Background: an optimization exercise with open tools, aiming at small area. Do not read the settings as production practice. Only simulation tests tie the RTL to the original design; equivalence was not proved. Power is estimated from default activity; no workload was simulated.

==> flow/design.v <==
module fifo
  (
   input         clk,
   input         reset,
   input         req_r,
   input         toggle_diff,
   input [31:0]  data_w,
   output [31:0] data_held,
   output        full
   );
  reg [31:0] buffer [0:14];
  reg [3:0]  h;    
  reg [3:0]  w;    
  function [3:0] nxt;
    input [3:0] x;
    nxt = (x >= 4'd14) ? 4'd0 : x + 4'd1;
  endfunction
  wire [3:0] r = nxt(h);
  wire       empty = (w == r);
  assign full = (nxt(w) == r);
  wire       we = toggle_diff & ~full;
  wire       pop = req_r & ~empty;
  wire [3:0] w_next = we ? nxt(w) : w;
  wire [3:0] h_next = pop ? r : h;
  wire       wr_ok = (w_next != h_next);
  assign data_held = (h == 4'd15) ? 32'd0 : buffer[h];
  always @(posedge clk)
    begin
      if (reset)
        begin
          h <= 4'd15;
          w <= 4'd0;
        end
      else
        begin
          h <= h_next;
          w <= w_next;
        end
    end
  integer k;
  always @(posedge clk)
    for (k = 0; k < 15; k = k + 1)
      if (wr_ok && w_next == k)
        buffer[k] <= data_w;
endmodule
module frac_clk
  (
   input             clk,
   input             reset,
   input [29:0]      factor_mul,
   input [29:0]      factor_div,
   output reg        en
   );
  reg [14:0] eh;
  reg [15:0] el;
  reg        cp;
  wire       neg = eh[14] ^ (cp & (&eh[13:0]));
  wire       pos = ~neg;
  wire [30:0] a = {eh, el};
  wire [30:0] b = {1'b0, factor_mul};
  wire [30:0] c = {pos, ~factor_div & {30{pos}}};
  wire [30:0] s = a ^ b ^ c;
  wire [30:0] k = (a & b) | (a & c) | (b & c);
  wire [30:0] y = {k[29:0], pos};
  wire [31:0] cy;
  assign cy[0] = 1'b0;
  genvar i;
  generate
    for (i = 0; i < 31; i = i + 1)
      begin : rc
        wire ci = (i == 16) ? cp : cy[i];
        assign cy[i+1] = (s[i] & y[i]) | (s[i] & ci) | (y[i] & ci);
      end
  endgenerate
  wire [30:0] ci_all = {cy[30:17], cp, cy[15:0]};
  wire [30:0] e_next = s ^ y ^ ci_all;
  always @(posedge clk)
    begin
      if (reset)
        begin
          eh <= {15{1'b1}};
          el <= {16{1'b1}};
          cp <= 1'b0;
          en <= 1'b0;
        end
      else
        begin
          eh <= e_next[30:16];
          el <= e_next[15:0];
          cp <= cy[16];
          en <= pos;
        end
    end
endmodule
module mini_audio
  (
   input         clk,
   input         reset,
   input [31:0]  data,
   input         valid_toggle,
   input [31:0]  ext_factor_mul,
   input [31:0]  ext_factor_div,
   output        full,
   output        ext_audio_r,
   output        ext_audio_l
   );
  reg toggle;
  reg toggle_prev;
  always @(posedge clk)
    begin
      if (reset)
        begin
          toggle <= 1'b0;
          toggle_prev <= 1'b0;
        end
      else
        begin
          toggle <= valid_toggle;
          toggle_prev <= toggle;
        end
    end
  wire        req;
  wire [31:0] sample;
  reg [16:0]  sample_sum_r;
  reg [16:0]  sample_sum_l;
  assign ext_audio_r = sample_sum_r[16];
  assign ext_audio_l = sample_sum_l[16];
  wire [16:0] cr, cl;
  assign cr[0] = 1'b0;
  assign cl[0] = 1'b0;
  genvar i;
  generate
    for (i = 0; i < 16; i = i + 1)
      begin : rc
        assign cr[i+1] = (sample_sum_r[i] & sample[16+i]) | (sample_sum_r[i] & cr[i]) | (sample[16+i] & cr[i]);
        assign cl[i+1] = (sample_sum_l[i] & sample[i]) | (sample_sum_l[i] & cl[i]) | (sample[i] & cl[i]);
      end
  endgenerate
  always @(posedge clk)
    begin
      if (reset)
        begin
          sample_sum_r <= 17'd0;
          sample_sum_l <= 17'd0;
        end
      else
        begin
          sample_sum_r <= {cr[16], sample_sum_r[15:0] ^ sample[31:16] ^ cr[15:0]};
          sample_sum_l <= {cl[16], sample_sum_l[15:0] ^ sample[15:0] ^ cl[15:0]};
        end
    end
  frac_clk frac_clk_0
    (
     .clk (clk),
     .reset (reset),
     .factor_mul (ext_factor_mul[29:0]),
     .factor_div (ext_factor_div[29:0]),
     .en (req)
     );
  fifo fifo_0
    (
     .clk (clk),
     .reset (reset),
     .req_r (req),
     .toggle_diff (toggle ^ toggle_prev),
     .data_w (data),
     .data_held (sample),
     .full (full)
     );
endmodule
clock: 10.0 ns
lec_check: 0
cap_margin: 0
core_margin: 2
core_utilization: 40
slew_margin: 0
standard.sh (not shown) runs the stock make flow with config.mk's settings and CLKGATE_MAP_FILE= SYNTH_SCRIPT=/design/flow/synth_recipe.tcl, a recipe that flattens the netlist after the stock synthesis.
==> flow/flow/run.sh <==
#!/bin/bash
# Standard ORFS layout, with smaller port buffers and a clock tree without
# dummy loads. Each make step's output goes to flow.log here.
set -euo pipefail
export BUFFER_PORTS_ARGS="-buffer_cell sky130_fd_sc_hd__buf_1"
export CTS_ARGS="-sink_clustering_enable -repair_clock_nets -dont_use_dummy_load -buf_list sky130_fd_sc_hd__clkbuf_4 -sink_clustering_size 12 -sink_clustering_max_diameter 40"
bash standard.sh > flow.log 2>&1
The baseline produced a clean layout.
Then changed:
==> flow/run.sh (new file) <==
#!/bin/bash
# synth_recipe.tcl (not shown) runs the flow's synth.tcl, then flattens the netlist and writes it again
# the make line also repeats each setting of config.mk as NAME=value (left out here)
make -C /OpenROAD-flow-scripts/flow DESIGN_CONFIG=/design/flow/config.mk WORK_HOME=/design/flow/orfs CLKGATE_MAP_FILE= SYNTH_SCRIPT=/design/flow/synth_recipe.tcl finish
--- a/flow/config.mk
+++ b/flow/config.mk
@@ -6,6 +6,6 @@
 export NUM_CORES = 4
 export LEC_CHECK = 0
-export CAP_MARGIN = 0
+export CAP_MARGIN = 20
 export CORE_MARGIN = 2
 export CORE_UTILIZATION = 40
-export SLEW_MARGIN = 0
+export SLEW_MARGIN = 20
removed: flow/flow/run.sh
removed: flow/standard.sh
After rerunning:
- The new run finished clean
- area after synthesis stays the same
- first-iteration DRC count came out lower by roughly a tenth
- via count came out lower slightly
- die area does not change
- sequential cell count is unchanged
- worst setup slack loses 0.16 ns
- global-route usage came out higher by 0.15 points
- clock-buffer cell count came out higher by 3
- design area came out higher by a little under a tenth
- maximum frequency came out lower slightly
Then changed:
==> flow/flow/run.sh (new file) <==
#!/bin/bash
# Standard ORFS layout, with smaller port buffers and a clock tree without
# dummy loads. Each make step's output goes to flow.log here.
set -euo pipefail
export BUFFER_PORTS_ARGS="-buffer_cell sky130_fd_sc_hd__buf_1"
export CTS_ARGS="-sink_clustering_enable -repair_clock_nets -dont_use_dummy_load -buf_list sky130_fd_sc_hd__clkbuf_8 -sink_clustering_size 20 -sink_clustering_max_diameter 50"
bash standard.sh > flow.log 2>&1
==> flow/standard.sh (new file) <==
#!/bin/bash
# synth_recipe.tcl (not shown) runs the flow's synth.tcl, then flattens the netlist and writes it again
# the make line also repeats each setting of config.mk as NAME=value (left out here)
make -C /OpenROAD-flow-scripts/flow DESIGN_CONFIG=/design/flow/config.mk WORK_HOME=/design/flow/orfs CLKGATE_MAP_FILE= SYNTH_SCRIPT=/design/flow/synth_recipe.tcl "${@:-finish}"
removed: flow/run.sh
After rerunning: Setup slack barely changes. Cell count went down by 2.6%. Maximum frequency stays flat. Clock skew went up by 0.13 ns. Combinational power went down by about 3%.
Then changed:
--- a/flow/config.mk
+++ b/flow/config.mk
@@ -8,4 +8,4 @@
 export CAP_MARGIN = 20
 export CORE_MARGIN = 2
-export CORE_UTILIZATION = 40
+export CORE_UTILIZATION = 60
 export SLEW_MARGIN = 20
Result:
- cell count falls by 11%
- utilization rises by 21 points
- clock skew falls by 0.069 ns
- design area falls by about 1.2%
- synthesized cell count does not change
- die area falls by about 33%
- worst hold slack degrades by 0.012 ns
- flip-flop and latch count stays the same
- sequential power is about the same
- non-clock buffer count rises by 7
Then changed:
==> flow/flow/run.sh (replaced) <==
#!/bin/bash
# Standard ORFS layout, with smaller port buffers and a clock tree without
# dummy loads. Each make step's output goes to flow.log here.
set -euo pipefail
export BUFFER_PORTS_ARGS="-buffer_cell sky130_fd_sc_hd__buf_1"
export CTS_ARGS="-sink_clustering_enable -repair_clock_nets -dont_use_dummy_load -buf_list sky130_fd_sc_hd__clkbuf_4 -sink_clustering_size 10 -sink_clustering_max_diameter 40"
bash standard.sh > flow.log 2>&1
--- a/flow/config.mk
+++ b/flow/config.mk
@@ -8,4 +8,5 @@
 export CAP_MARGIN = 20
 export CORE_MARGIN = 2
-export CORE_UTILIZATION = 60
+export CORE_UTILIZATION = 65
+export GPL_TIMING_DRIVEN = 0
 export SLEW_MARGIN = 20
=>
- die area decreases by a little under a tenth
- global-route usage increases by 6.4 points
- sequential power barely changes
- design area increases slightly
- total power increases slightly
- routed wire length increases by roughly a tenth
- synthesized area is unchanged
- setup slack loses 0.17 ns
- core utilization increases by 7.3 points
- via count increases by a little under a tenth
- clock skew decreases by 0.013 ns

[what the ideal ports hide]
How much do the figures lean on ideal ports? The routed layouts below were timed once more, with nothing changed but the port constraints.
Step 1: set_driving_cell puts a clkbuf_16 on clk and a buf_2 on each other input, an assumption about the parent block.
Step 2 times the ports against the registers' clock, not the clock port: input delays grow and output delays shrink by t, the midpoint of the rising clock arrivals with the driver on.
Slacks: ideal ports / drivers / drivers and shift; pairs: ideal ports / drivers.
run	shift t [ns]	slack for setup (ns)	worst slew at a driven data input, ns	cell pins on the clock port's net
the first run	0.829	0.538 / 0.566 / -0.262	0.10	1
the second run	0.669	0.374 / 0.404 / -0.265	0.09	1
the third run	0.689	0.374 / 0.401 / -0.287	0.10	1
the fourth run	0.676	0.394 / 0.419 / -0.257	0.08	1
the fifth run	0.801	0.225 / 0.225 / -0.232	0.08	1
With both steps, setup timing fails in every run listed, where it was met with ideal ports. The setup slack of the first run, which loses most, moves by +0.028 ns with the drivers and by -0.800 ns with both steps.
